What follows belongs to an exercise in optimizing a design on an open flow for small area and a short achievable clock period; a production flow would make more cautious choices.
The RTL was checked by simulation tests, not by an equivalence proof against the original design.
Power and IR drop assume default switching activity.

## riscv_core
module riscv_core(clk,restart,imem_addr,imem_rdata,dmem_addr,dmem_wdata,dmem_we,dmem_rdata);
input clk,restart;
output [31:0]imem_addr;
input  [31:0]imem_rdata;
output [31:0]dmem_addr;
output [31:0]dmem_wdata;
output dmem_we;
input  [31:0]dmem_rdata;
localparam [3:0] K_ADD  = 4'b0000,
                 K_SUB  = 4'b0001,
                 K_SLL  = 4'b0010,
                 K_SRL  = 4'b0011,
                 K_AND  = 4'b0100,
                 K_OR   = 4'b0101,
                 K_XOR  = 4'b0110,
                 K_SLT  = 4'b0111,
                 K_BEQ  = 4'b1000,
                 K_BNE  = 4'b1001,
                 K_BLT  = 4'b1010,
                 K_BGE  = 4'b1011,
                 K_JALR = 4'b1100;
reg [31:0] pc;
reg [31:0] ir;           
reg        rst_q;        
reg [3:0]  aluop;
reg        pc_src, jt, reg_rd, reg_wr, wr_rd, pc_r, alu_dt;
reg [1:0]  mem_alu, alu_src;
reg [3:0]  op2;
reg [11:0] imm_i_r;      
reg [11:0] imm_s_r;      
reg [11:0] imm_b_r;      
reg [19:0] imm_uj_r;     
reg [31:0] rd1, rd2;
reg [31:0] alu_y;        
reg        r_en, j_en;   
reg [31:0] alu_p;        
reg        bt;
reg [31:0] rf [0:31];
reg [31:0] rf_v;
wire [6:0] opc = rst_q ? 7'd0 : ir[6:0];
wire [2:0] f3  = ir[14:12];
wire       f30 = ir[30];
wire op_r    = opc == 7'b0110011;
wire op_i    = opc == 7'b0010011;
wire op_lw   = opc == 7'b0000011;
wire op_jalr = opc == 7'b1100111;
wire op_sw   = opc == 7'b0100011;
wire op_br   = opc == 7'b1100011;
wire op_jal  = opc == 7'b1101111;
wire op_lui  = opc == 7'b0110111;
wire op_aui  = opc == 7'b0010111;
wire op_unk  = !(op_r | op_i | op_lw | op_jalr | op_sw | op_br | op_jal | op_lui | op_aui);
reg        c_hold;
reg [3:0]  n_aluop;
reg        n_pc_src, n_jt, n_reg_rd, n_reg_wr, n_wr_rd, n_pc_r, n_alu_dt;
reg [1:0]  n_mem_alu, n_alu_src;
always @* begin
  c_hold = 1'b0;
  n_aluop = K_ADD; n_pc_src = 1'b0; n_jt = 1'b0; n_reg_rd = 1'b0; n_reg_wr = 1'b0;
  n_wr_rd = 1'b0; n_pc_r = 1'b0; n_alu_dt = 1'b0; n_mem_alu = 2'd0; n_alu_src = 2'd0;
  if (op_r) begin
    n_reg_rd = 1'b1; n_reg_wr = 1'b1; n_mem_alu = 2'd3;
    case ({f30,f3})
      4'b0000: n_aluop = K_ADD;
  ...
clock: 13.0 ns
lec_check: 0
cap_margin: 20
core_margin: 2
core_utilization: 52
cts_cluster_diameter: 70
cts_cluster_size: 20
gpl_routability_driven: 1
place_density: 0.62
slew_margin: 20
tns_end_percent: 5
standard.sh (not shown) runs the stock make flow with config.mk's settings and CLKGATE_MAP_FILE= SYNTH_SCRIPT=/design/flow/synth_recipe.tcl, a recipe that flattens the netlist after the stock synthesis.
==> flow/flow/run.sh <==
#!/bin/bash
# The standard ORFS layout, with repair_timing aiming for more setup slack than
# the design's settings allow, the restart input placed between the address
# outputs that it gates combinationally, and plain buffers on the ports.
set -uo pipefail
bash standard.sh SETUP_SLACK_MARGIN=7.2 IO_CONSTRAINTS="$PWD/flow/io.tcl" \
  BUFFER_PORTS_ARGS="-buffer_cell sky130_fd_sc_hd__buf_1" finish > run_standard.log 2>&1
==> flow/flow/io.tcl <==
# Keep restart next to the address outputs it gates combinationally.
set_io_pin_constraint -group -order -region right:* -pin_names {imem_addr[31] dmem_addr[31] imem_addr[30] dmem_addr[30] imem_addr[29] dmem_addr[29] imem_addr[28] dmem_addr[28] imem_addr[27] dmem_addr[27] imem_addr[26] dmem_addr[26] imem_addr[25] dmem_addr[25] imem_addr[24] dmem_addr[24] imem_addr[23] dmem_addr[23] imem_addr[22] dmem_addr[22] imem_addr[21] dmem_addr[21] imem_addr[20] dmem_addr[20] imem_addr[19] dmem_addr[19] imem_addr[18] dmem_addr[18] imem_addr[17] dmem_addr[17] imem_addr[16] dmem_addr[16] restart imem_addr[15] dmem_addr[15] imem_addr[14] dmem_addr[14] imem_addr[13] dmem_addr[13] imem_addr[12] dmem_addr[12] imem_addr[11] dmem_addr[11] imem_addr[10] dmem_addr[10] imem_addr[9] dmem_addr[9] imem_addr[8] dmem_addr[8] imem_addr[7] dmem_addr[7] imem_addr[6] dmem_addr[6] imem_addr[5] dmem_addr[5] imem_addr[4] dmem_addr[4] imem_addr[3] dmem_addr[3] imem_addr[2] dmem_addr[2] imem_addr[1] dmem_addr[1] imem_addr[0] dmem_addr[0]}
Then changed:
--- a/flow/flow/run.sh
+++ b/flow/flow/run.sh
@@ -6 +6 @@
-bash standard.sh SETUP_SLACK_MARGIN=7.2 IO_CONSTRAINTS="$PWD/flow/io.tcl" \
+bash standard.sh SETUP_SLACK_MARGIN=7.5 IO_CONSTRAINTS="$PWD/flow/io.tcl" \
- CORE_UTILIZATION: 52 -> 45
- PLACE_DENSITY: 0.62 -> 0.55
- TNS_END_PERCENT: 5 -> not set
The new run completed with no timing, DRC or antenna violations.
Global-route usage falls by 4.7 points.
Routed wire length rises by 4.3%.
Clock power rises by 16%.
Cell count rises by 4.1%.
Setup slack is worse by 0.087 ns.
Non-clock buffer count rises by 8.
Design area rises by 2.2%.
Hold slack is worse by 0.056 ns.
Core utilization falls by 6.3 points.
Then changed:
--- a/flow/flow/run.sh
+++ b/flow/flow/run.sh
@@ -6 +6 @@
-bash standard.sh SETUP_SLACK_MARGIN=7.5 IO_CONSTRAINTS="$PWD/flow/io.tcl" \
+bash standard.sh SETUP_SLACK_MARGIN=7.2 IO_CONSTRAINTS="$PWD/flow/io.tcl" \
What happened: Cell area goes down by 0.53%; count of clock-buffer cells in the layout goes down by 2; setup slack improved by 0.0087 ns; global-route usage goes up by 0.34 points; hold slack improved by 0.048 ns; die area is unchanged.
Then changed:
==> flow/flow/run.sh (replaced) <==
#!/bin/bash
# The standard ORFS layout, with repair_timing aiming for more setup slack than
# the design's settings allow, and the restart input placed between the
# address outputs that it gates combinationally.
set -uo pipefail
bash standard.sh SETUP_SLACK_MARGIN=7.5 IO_CONSTRAINTS="$PWD/flow/io.tcl" finish > run_standard.log 2>&1
- CTS_CLUSTER_DIAMETER: 70 -> 60
- CTS_CLUSTER_SIZE: 20 -> 16
Outcome: The changed run finished with timing, DRC and antenna clean; first-iteration DRC count drops by 2.1%; critical path depth went down by 2; wire length decreases by 0.58%; cell area came out higher by 2.1%; clock skew went up by 0.0066 ns; cell count hardly moves; register-to-register slack gains 0.38 ns; global-route usage decreases by 0.21 points; non-clock buffer count does not change.

========
riscv_core again, from the RTL that the note above started with.
Settings: LEC_CHECK=0, CAP_MARGIN=20, CORE_MARGIN=2, CORE_UTILIZATION=45, CTS_CLUSTER_DIAMETER=70, CTS_CLUSTER_SIZE=20, GPL_ROUTABILITY_DRIVEN=1, PLACE_DENSITY=0.55, SLEW_MARGIN=20, TNS_END_PERCENT=5; clock period 13.0 ns.
==> flow/flow/run.sh <==
#!/bin/bash
# The standard ORFS layout, with repair_timing aiming for more setup slack than
# the design's settings allow, the restart input placed between the address
# outputs that it gates combinationally, and plain buffers on the ports.
set -uo pipefail
bash standard.sh SETUP_SLACK_MARGIN=7.5 IO_CONSTRAINTS="$PWD/flow/io.tcl" \
  BUFFER_PORTS_ARGS="-buffer_cell sky130_fd_sc_hd__buf_1" finish > run_standard.log 2>&1
Scripts as last shown in full above: flow/flow/io.tcl
The baseline produced a clean layout.
Rerun with:
- CORE_UTILIZATION: 45 -> 52
- PLACE_DENSITY: 0.55 -> 0.62
- TNS_END_PERCENT: 5 -> not set
Effect:
- cell count is lower by a few percent
- non-clock buffer count went down by 1
- core utilization grows by 7.1 points
- cell area came out lower slightly
- clock skew came out lower by 0.028 ns
- worst setup slack is better by 0.012 ns
- wire length came out lower by a few percent
- area after synthesis is unchanged
- power falls by a few percent
- first-iteration DRC count is higher by about a fifth

[port drivers added, routing unchanged]
The flow's constraints put no driver on any port. The routed layouts listed below were extracted and timed again, unchanged, in two steps.
Step 1 (the two cells are an assumption about what drives the block):
set clk [get_ports {clk}]
set_driving_cell -lib_cell sky130_fd_sc_hd__clkbuf_16 $clk
set_driving_cell -lib_cell sky130_fd_sc_hd__buf_2 [delete_from_list [all_inputs] $clk]
Step 2 adds t to the input delays and takes it off the output delays; t is the mean of the earliest and latest rising clock arrival at the registers after step 1. Input paths then give back, and output paths get back, about the clock's delay inside the block.
a / b / c = no drivers / after step 1 / after step 2; a / b = the first two.
run	t, ns	slack for setup (ns)	hold WS [ns]	worst data-port slew with drivers (ns)
the first run of note 1	0.786	7.168 / 7.038 / 7.038	0.480 / 0.480 / 0.480	0.19
the second run of note 1	0.826	7.081 / 6.900 / 6.900	0.424 / 0.424 / 0.424	0.17
the third run of note 1	0.848	7.089 / 6.910 / 6.910	0.472 / 0.472 / 0.472	0.20
the fourth run of note 1	0.840	7.166 / 6.764 / 6.764	0.469 / 0.469 / 0.469	0.51
the first run of note 2	0.834	7.073 / 6.919 / 6.919	0.448 / 0.448 / 0.448	0.19
the second run of note 2	0.798	7.085 / 6.911 / 6.911	0.457 / 0.457 / 0.457	0.20
After both steps setup and hold are still met in every run listed. The setup slack of the fourth run of note 1, which loses most, moves by -0.402 ns with the drivers and by -0.402 ns with both steps.
